This design comes from an exercise in tuning for small area, a short achievable clock period and few clock cycles on the open sky130 flow, not from production work.
At most, simulation tests tie the RTL to the original design; equivalence was not proved.
Power is estimated from default activity; no workload was simulated.

the baseline:
==> flow/design.v <==
module GCD(
	input clk,
	input rst,
	input start,
	input [7:0] A,
	input [7:0] B,
	output [7:0] gcd_result,
	output ready
);
reg [5:0] a_h;
reg [5:0] b_h;
reg [2:0] k;
reg       zf;     
reg       nz;     
reg       busy;
reg       rdy;
reg [7:0] res;
function [7:0] lowbit8(input [7:0] v);
	reg seen;
	integer i;
	begin
		seen = 1'b0;
		for (i = 0; i < 8; i = i + 1) begin
			lowbit8[i] = v[i] & ~seen;
			seen = seen | v[i];
		end
	end
endfunction
function [5:0] oddhi(input [7:0] v);
	reg [7:0] x;
	reg [7:0] p;
	integer   i, t;
	begin
		x = v ^ {8{v[7]}};
		p = lowbit8(v);
		for (i = 0; i < 6; i = i + 1) begin
			oddhi[i] = 1'b0;
			for (t = 0; t + i + 1 < 7; t = t + 1)
				oddhi[i] = oddhi[i] | (p[t] & x[i + 1 + t]);
		end
	end
endfunction
function [2:0] enc8(input [7:0] p);    
	enc8 = {p[4] | p[5] | p[6] | p[7], p[2] | p[3] | p[6] | p[7], p[1] | p[3] | p[5] | p[7]};
endfunction
wire       za = (A == 8'd0);
wire       zb = (B == 8'd0);
wire [5:0] ha = oddhi(A);
wire [5:0] hb = oddhi(B);
function [2:0] ctz6(input [5:0] v);
	casez (v)
		6'b?????1: ctz6 = 3'd0;
		6'b????10: ctz6 = 3'd1;
		6'b???100: ctz6 = 3'd2;
		6'b??1000: ctz6 = 3'd3;
		6'b?10000: ctz6 = 3'd4;
		default:   ctz6 = 3'd5;
	endcase
endfunction
wire [6:0] d = {1'b0, a_h} - {1'b0, b_h};
wire       s = d[6];                  
wire [5:0] m = d[5:0] ^ {6{s}};
wire [5:0] u = a_h ^ b_h;
wire       eq = (u == 6'd0);          
reg  [5:0] above;                     
integer q;
always @* begin
	above[0] = 1'b0;
	for (q = 1; q < 6; q = q + 1) above[q] = above[q - 1] | u[q - 1];
end
wire one_next = ~|(m & above);
wire one_now  = (a_h == 6'd0) | (b_h == 6'd0);
wire found = eq | one_now | one_next;
wire [5:0] b_step = m >> (ctz6(u) + 3'd1);
wire [5:0] a_step = s ? a_h : b_h;
wire [6:0] g = {(a_h & {6{eq}}) | ((a_h | b_h) & {6{zf}}), nz};
wire [7:0] kd = 8'd1 << k;
reg  [7:0] res_step;
integer i, j;
always @* begin
	for (i = 0; i < 8; i = i + 1) begin
		res_step[i] = 1'b0;
		for (j = 0; j <= i && j < 8; j = j + 1)
			if (i - j < 7) res_step[i] = res_step[i] | (kd[j] & g[i - j]);
	end
end
always @(posedge clk) begin
	if (start) begin
		a_h <= ha;
		b_h <= hb;
		k   <= enc8(lowbit8(A | B));
	end else begin
		a_h <= a_step;
		b_h <= b_step;
	end
	res <= res_step;
	zf  <= start & (za | zb);
	nz  <= ~(start & za & zb);
end
always @(posedge clk) begin
	if (rst) begin
		busy <= 1'b0;
		rdy  <= 1'b0;
	end else if (start) begin
		busy <= 1'b1;
		rdy  <= 1'b0;
	end else begin
		busy <= busy & ~found;
		rdy  <= busy & found;
	end
end
assign ready = rdy;
assign gcd_result = res;
endmodule
Settings: LEC_CHECK=0, ABC_AREA=1, CAP_MARGIN=20, CORE_MARGIN=2, CORE_UTILIZATION=40, SLEW_MARGIN=20; clock period 4.0 ns.
standard.sh (not shown) runs the stock make flow with config.mk's settings and CLKGATE_MAP_FILE= SYNTH_SCRIPT=/design/flow/synth_recipe.tcl, a recipe that flattens the netlist after the stock synthesis.
==> flow/flow/run.sh <==
#!/bin/bash
set -euo pipefail
bash standard.sh 'BUFFER_PORTS_ARGS=-buffer_cell sky130_fd_sc_hd__buf_2' ADDER_MAP_FILE= \
  finish > standard_flow.log 2>&1
What the candidate does differently from the baseline at the input level:
==> flow/design.v <==
module GCD(
	input clk,
	input rst,
	input start,
	input [7:0] A,
	input [7:0] B,
	output [7:0] gcd_result,
	output ready
);
reg [5:0] a_h;
reg [5:0] b_h;
reg [2:0] k;
reg       a0;     
reg       busy;
function [7:0] lowbit8(input [7:0] v);
	reg seen;
	integer i;
	begin
		seen = 1'b0;
		for (i = 0; i < 8; i = i + 1) begin
			lowbit8[i] = v[i] & ~seen;
			seen = seen | v[i];
		end
	end
endfunction
function [5:0] oddhi(input [7:0] v);
	reg [7:0] x;
	reg [7:0] p;
	integer   i, t;
	begin
		x = v ^ {8{v[7]}};
		p = lowbit8(v);
		for (i = 0; i < 6; i = i + 1) begin
			oddhi[i] = 1'b0;
			for (t = 0; t + i + 1 < 7; t = t + 1)
				oddhi[i] = oddhi[i] | (p[t] & x[i + 1 + t]);
		end
	end
endfunction
function [2:0] enc8(input [7:0] p);    
	enc8 = {p[4] | p[5] | p[6] | p[7], p[2] | p[3] | p[6] | p[7], p[1] | p[3] | p[5] | p[7]};
endfunction
wire       za = (A == 8'd0);
wire       zb = (B == 8'd0);
wire [5:0] ha = oddhi(A);
wire [5:0] hb = oddhi(B);
function [2:0] ctz6(input [5:0] v);
	casez (v)
		6'b?????1: ctz6 = 3'd0;
		6'b????10: ctz6 = 3'd1;
		6'b???100: ctz6 = 3'd2;
		6'b??1000: ctz6 = 3'd3;
		6'b?10000: ctz6 = 3'd4;
		default:   ctz6 = 3'd5;
	endcase
endfunction
wire [6:0] d = {1'b0, a_h} - {1'b0, b_h};
wire       s = d[6];                  
wire [5:0] m = d[5:0] ^ {6{s}};
wire [5:0] u = a_h ^ b_h;
wire [5:0] b_step = m >> (ctz6(u) + 3'd1);
wire [5:0] a_step = s ? a_h : b_h;
wire done = (u == 6'd0) | (a_h == 6'd0) | (b_h == 6'd0);
always @(posedge clk) begin
	if (start) begin
		a_h <= za ? hb : ha;
		b_h <= zb ? ha : hb;
		k   <= enc8(lowbit8(A | B));
	end else begin
		a_h <= a_step;
		b_h <= b_step;
	end
	a0 <= ~(start & za & zb);
end
always @(posedge clk) begin
	if (rst)
		busy <= 1'b0;
	else if (start)
		busy <= 1'b1;
	else if (done)
		busy <= 1'b0;
end
assign ready = busy & done;
wire [6:0] g = {a_h & b_h, a0};
wire [7:0] kd = 8'd1 << k;
reg  [7:0] res;
integer i, j;
always @* begin
	for (i = 0; i < 8; i = i + 1) begin
		res[i] = 1'b0;
		for (j = 0; j <= i && j < 8; j = j + 1)
			if (i - j < 7) res[i] = res[i] | (kd[j] & g[i - j]);
	end
end
assign gcd_result = res;
endmodule
Findings:
The candidate: PASS, flow complete, no timing, DRC or antenna violations
Total nets after synthesis ended up 9 lower on the candidate than on the baseline.
The candidate vs. the baseline: xor and xnor area share after synthesis went up by 0.61 points.
From the baseline to the candidate, total setup buffers inserted after CTS did not move at all.
The candidate: power lower than the baseline
For the number of global-route vias before repair, the candidate came in about 4% lower than the baseline did.
Comparing the baseline against the candidate, there is no change at all in non-clock buffer count in the final layout.
Going from the baseline to the candidate, synthesized cell count shrank by a few percent.
Going from the baseline to the candidate, the clock-pin transition on the worst setup and hold timing paths was found to have gone down by 0.02 ns.
[compare] base=the baseline new=the candidate: proportion of power drawn by combinational gates up 4.3 points, total wire length after detailed routing shows a reduction of 630 µm, cell area moved down, placement row count dropped about 3.6%, transition time at the pin with the least slew margin now smaller.
Cmp the candidate and the baseline / number of nets in the finished design / higher: the baseline
Testbench counts of the candidate, summed over its fixed seeds: cycles 32,500.
Only the layout flow was run in the baseline; the RTL was not checked for function there.

==> afterwards: timing with drivers on the ports <==
The flow's constraints put no driver on any port. The routed layouts listed below were extracted and timed again, unchanged, in two steps.
Step 1 (the two cells are an assumption about what drives the block):
set clk [get_ports {clk}]
set_driving_cell -lib_cell sky130_fd_sc_hd__clkbuf_16 $clk
set_driving_cell -lib_cell sky130_fd_sc_hd__buf_2 [delete_from_list [all_inputs] $clk]
Step 2, shift: input delay + t, output delay - t, t = (earliest + latest rising clock arrival at the registers) / 2. This alone moves slack from input paths to output paths.
Three values: no drivers, after step 1, after step 2; two values: the first two.
| run | t, ns | setup WS [ns] | hold slack, ns | clock arrival spread, ns |
|---|---|---|---|---|
| the baseline | 0.307 | 1.932 / 1.932 / 1.687 | 0.445 / 0.445 / 0.445 | 0.004 / 0.004 |
| the candidate | 0.280 | 1.371 / 1.343 / 1.581 | 0.454 / 0.454 / 0.454 | 0.002 / 0.003 |
After both steps every run listed still meets setup and hold. The setup slack of the baseline, which loses most, moves by 0.000 ns with the drivers and by -0.245 ns with both steps.
